This design comes from an exercise in tuning for small area on the open sky130 flow, not from production work.
Function was checked by simulation only, so behaviour that the tests miss may differ from the original.
The clock input has no modelled driver; a real chip could not lean on it and would need a root buffer or a full tree.
Power is estimated from default activity; no workload was simulated.

## trial 96
==> flow/design.v <==
 `timescale 1ns/10ps
module rx #(
    parameter CLK_FRQ=100000000,  
    parameter BAUD_RATE=115200,   
    parameter BYTE=8
) (
    input logic clk,
    input logic areset,
    input logic data_in,
    output logic rx_open,
    output logic rx_valid,
    output logic [BYTE-1:0] rx_saved
);
    logic prev_data_in;
    logic data_in_val;
    always_ff @(posedge clk) begin
        prev_data_in <= data_in;
        data_in_val <= (!data_in && prev_data_in);
    end
    logic [9:0] q;
    logic [9:0] q_step;
    assign q_step = {q[8], ~q[9],
                     q[6:5], ~(q[7] ^ q[6]),
                     q[3:0], ~(q[4] ^ q[2])};
    logic q_zero;
    assign q_zero = (q == 10'h000);
    logic b, o, v;
    logic [8:0] buf_q;
    logic armed, tick, full;
    assign armed = buf_q[8] | ~o;
    assign tick  = b & armed & q_zero;
    assign full  = buf_q[0];
    always_ff @(posedge clk) begin
        q <= b ? q_step : 10'h190;
        if (!b)
            buf_q <= {1'b0, buf_q[8:1]};
        else if (!armed)
            buf_q <= {q_zero, buf_q[8:1]};
        else if (tick && !full)
            buf_q <= {data_in, buf_q[8:1]};
    end
    always_ff @(posedge clk or posedge areset) begin
        if (areset) begin
            b <= 1'b0;
            o <= 1'b1;
            v <= 1'b0;
            rx_saved <= '0;
        end else begin
            if (!b) begin
                b <= data_in_val;
                o <= 1'b1;
                v <= 1'b0;
            end else begin
                b <= !(v || (tick && full && !data_in));
                o <= v || (o && !tick);
                v <= v || (tick && full && data_in);
            end
            if (b && v)
                rx_saved <= buf_q[8:1];
        end
    end
    assign rx_open  = o;
    assign rx_valid = v & ~b;
endmodule
 `timescale 1ns/10ps
module tx #(
    parameter CLK_FRQ=100000000,  
    parameter BAUD_RATE=115200  
) (
    input logic clk,
    input logic areset,
    input logic data_loaded,
    input logic [7:0] data_in,
    output logic data_out,
    output logic tx_done,
    output logic tx_busy
);
    logic [9:0] q;
    logic tick;
    assign tick = (q == 10'h000);
    always_ff @(posedge clk or posedge areset) begin
        if (areset)
            q <= '0;
        else
            q <= {q[8], ~q[9],
                  q[6:5], ~(q[7] ^ q[6]),
                  q[3:0], ~(q[4] ^ q[2])};
    end
    logic req;
    logic [8:0] sr;
    logic empty;
    assign empty = (sr == 9'd0);
    logic idle;
    assign idle = ~tx_busy & empty;
    always_ff @(posedge clk or posedge areset) begin
        if (areset) begin
            req <= 1'b0;
            sr <= '0;
            tx_busy <= 1'b0;
            tx_done <= 1'b0;
            data_out <= 1'b1;
        end else begin
            req <= data_loaded || (req && !(tick && idle));
            if (tick) begin
                tx_busy <= !empty;
                data_out <= empty || (tx_busy && sr[0]);
                if (idle && req) begin
                    sr <= {1'b1, data_in};
                    tx_done <= 1'b0;
                end else if (tx_busy && !empty) begin
                    sr <= {1'b0, sr[8:1]};
                end else if (tx_busy && empty) begin
                    tx_done <= 1'b1;
                end
            end
        end
    end
endmodule
 `timescale 1ns/10ps
module uart #(
    parameter BYTE=8,
    parameter CLK_FRQ=100000000,  
    parameter BAUD_RATE=115200    
) (
    input logic clk,
    input logic areset,
    input logic data_in_rx,
    output logic tx_done,
    output logic tx_busy, 
    output logic rx_open,
    output logic rx_valid,
    output logic [BYTE-1:0] rx_saved,
    output logic data_out
);
    tx #(.CLK_FRQ(CLK_FRQ), .BAUD_RATE(BAUD_RATE)) uart_tx(
        .clk(clk),
        .areset(areset),
        .data_loaded(rx_valid),
        .data_in(rx_saved),
        .data_out(data_out),
        .tx_done(tx_done),
        .tx_busy(tx_busy)
    );
    rx #(.CLK_FRQ(CLK_FRQ), .BAUD_RATE(BAUD_RATE), .BYTE(BYTE)) uart_rx (
        .clk(clk),
        .areset(areset),
        .data_in(data_in_rx),
        .rx_open(rx_open),
        .rx_valid(rx_valid),
        .rx_saved(rx_saved)
    );
endmodule
Settings: LEC_CHECK=0, CAP_MARGIN=20, CORE_MARGIN=2, CORE_UTILIZATION=40, SLEW_MARGIN=20; clock period 10.0 ns.
standard.sh (not shown) runs the stock make flow with config.mk's settings and CLKGATE_MAP_FILE= SYNTH_SCRIPT=/design/flow/synth_recipe.tcl, a recipe that flattens the netlist after the stock synthesis.
==> flow/flow/run.sh <==
#!/bin/bash
# The standard layout (the standard.sh), with these changes:
#  - synthesis: the standard synthesis script, with abc given an area-oriented
#    script (abc.script) in place of ORFS's speed script; registers untouched;
#  - the port buffers are buf_1 cells (the smallest buffer);
#  - clock tree: cts.tcl drives the registers from three clkbuf_8 cells, each
#    at the centre of a third of the registers (split along x).
# Each step's full log is under orfs/logs; make's output is in standard.log.
set -euo pipefail
F=$PWD/flow
printf 'proc abc {args} {\n  set i [lsearch $args -script]\n  if {$i >= 0} { set args [lreplace $args [expr {$i+1}] [expr {$i+1}] %s] }\n  yosys abc {*}$args\n}\nsource %s\n' \
  "$F/abc.script" "$PWD/synth_recipe.tcl" > my_synth.tcl
sed "s#SYNTH_SCRIPT=[^ ]*#SYNTH_SCRIPT=$PWD/my_synth.tcl#" standard.sh > my_standard.sh
grep -q "SYNTH_SCRIPT=$PWD/my_synth.tcl" my_standard.sh
export BUFFER_PORTS_ARGS="-buffer_cell sky130_fd_sc_hd__buf_1"
export PRE_CTS_TCL=$F/cts.tcl
export ONE_CLK_BUF=sky130_fd_sc_hd__clkbuf_8 ONE_CLK_N=3 ONE_CLK_AXIS=0
bash my_standard.sh > standard.log 2>&1
Other scripts of this flow, unchanged in this note and not shown: flow/flow/abc.script, flow/flow/cts.tcl
[inputs] build 45 vs trial 96
diff --git a/flow/design.v b/flow/design.v
--- a/flow/design.v
+++ b/flow/design.v
@@ -14,27 +14,30 @@
     logic prev_data_in;
     logic data_in_val;
     always_ff @(posedge clk) begin
         prev_data_in <= data_in;
         data_in_val <= (!data_in && prev_data_in);
     end
+    localparam logic [9:0] QPOL = 10'h0b5;
+    logic [9:0] qs;
     logic [9:0] q;
     logic [9:0] q_step;
+    assign q = qs ^ QPOL;
     assign q_step = {q[8], ~q[9],
                      q[6:5], ~(q[7] ^ q[6]),
                      q[3:0], ~(q[4] ^ q[2])};
     logic q_zero;
     assign q_zero = (q == 10'h000);
     logic b, o, v;
     logic [8:0] buf_q;
     logic armed, tick, full;
     assign armed = buf_q[8] | ~o;
     assign tick  = b & armed & q_zero;
     assign full  = buf_q[0];
     always_ff @(posedge clk) begin
-        q <= b ? q_step : 10'h190;
+        qs <= (b ? q_step : 10'h190) ^ QPOL;
         if (!b)
             buf_q <= {1'b0, buf_q[8:1]};
         else if (!armed)
             buf_q <= {q_zero, buf_q[8:1]};
         else if (tick && !full)
             buf_q <= {data_in, buf_q[8:1]};
@@ -72,51 +75,61 @@
     input logic data_loaded,
     input logic [7:0] data_in,
     output logic data_out,
     output logic tx_done,
     output logic tx_busy
 );
+    localparam logic [9:0] QPOL = 10'h0b5;
+    logic [9:0] qs;
     logic [9:0] q;
+    assign q = qs ^ QPOL;
     logic tick;
     assign tick = (q == 10'h000);
-    always_ff @(posedge clk or posedge areset) begin
+    always_ff @(posedge clk) begin
         if (areset)
-            q <= '0;
+            qs <= QPOL;
         else
-            q <= {q[8], ~q[9],
-                  q[6:5], ~(q[7] ^ q[6]),
-                  q[3:0], ~(q[4] ^ q[2])};
+            qs <= {q[8], ~q[9],
+                   q[6:5], ~(q[7] ^ q[6]),
+                   q[3:0], ~(q[4] ^ q[2])} ^ QPOL;
     end
     logic req;
+    logic       mk;          
+    logic [7:0] sd;          
     logic [8:0] sr;
+    assign sr = {mk, sd};
     logic empty;
     assign empty = (sr == 9'd0);
     logic idle;
-    assign idle = ~tx_busy & empty;
+    assign idle = ~tx_busy & ~sr[8];
     always_ff @(posedge clk or posedge areset) begin
         if (areset) begin
             req <= 1'b0;
-            sr <= '0;
+            mk <= 1'b0;
             tx_busy <= 1'b0;
             tx_done <= 1'b0;
             data_out <= 1'b1;
         end else begin
             req <= data_loaded || (req && !(tick && idle));
             if (tick) begin
-                tx_busy <= !empty;
-                data_out <= empty || (tx_busy && sr[0]);
+                tx_busy <= tx_busy ? !empty : sr[8];
+                data_out <= tx_busy ? (empty || sr[0]) : !sr[8];
                 if (idle && req) begin
-                    sr <= {1'b1, data_in};
+                    mk <= 1'b1;
                     tx_done <= 1'b0;
                 end else if (tx_busy && !empty) begin
-                    sr <= {1'b0, sr[8:1]};
+                    mk <= 1'b0;
                 end else if (tx_busy && empty) begin
                     tx_done <= 1'b1;
                 end
             end
         end
+    end
+    always_ff @(posedge clk) begin
+        if (tick && !(!tx_busy && mk))
+            sd <= sr[8:1] | ({8{req && idle}} & data_in);
     end
 endmodule
  `timescale 1ns/10ps
 module uart #(
     parameter BYTE=8,
     parameter CLK_FRQ=100000000,  
--- outcome ---
Build 45 has completed all stages; timing, DRC and antenna checks passed.
The final reports for build 45 and trial 96 show starting utilization of the core area lower in the former.
Layout overhead on the synthesized area | build 45 below trial 96
The start point of the critical path comes out areset in one run and uart_rx.b in the other, namely in build 45 and trial 96 respectively.
Per the comparison of build 45 with trial 96, fraction of the mapped netlist area in simple logic gates up 1.9 points; synthesized-area fraction occupied by ao, oa, aoi and oai cells up 2.0 points; floorplan die area down about 1.4%; via count of the first global-routing pass up about 3%.
Relative to trial 96, share of cells above drive strength 1 has gone down in build 45.
NOTE total non-filler cell area in the finished layout trial 96->build 45 decreased slightly
[build 45] cell depth of the worst flop-to-flop path fell 1 relative to trial 96
On cell internal power dissipation, build 45 does worse than trial 96.
Diff trial 96 -> build 45: largest driver fanout on the critical path went up; number of gates on the worst path with buffers counted went up.
In every run of this note, the design's own scripts or RTL, not TritonCTS, make the clock network.

==> separate check: timing with driven ports <==
Ports are ideal in the flow. The routed layouts listed here were re-timed in OpenROAD. Step 1: set_driving_cell puts a clkbuf_16 on clk and a buf_2 on each other input, an assumption about the parent block. Step 2, shift: input delay + t, output delay - t, t = (earliest + latest rising clock arrival at the registers) / 2. This alone moves slack from input paths to output paths. a / b / c = ideal ports / drivers / drivers and shift; a / b = the first two.
run | t (ns) | setup WS [ns] | worst data-port slew with drivers (ns) | pins driven straight from the clock port
trial 96 | 0.203 | 7.059 / 7.014 / 7.216 | 0.03 | 3
build 45 | 0.205 | 7.013 / 7.007 / 6.832 | 0.03 | 3
After both steps setup and hold are still met in every run listed. The setup slack of build 45, which loses most, moves by -0.006 ns with the drivers and by -0.181 ns with both steps.
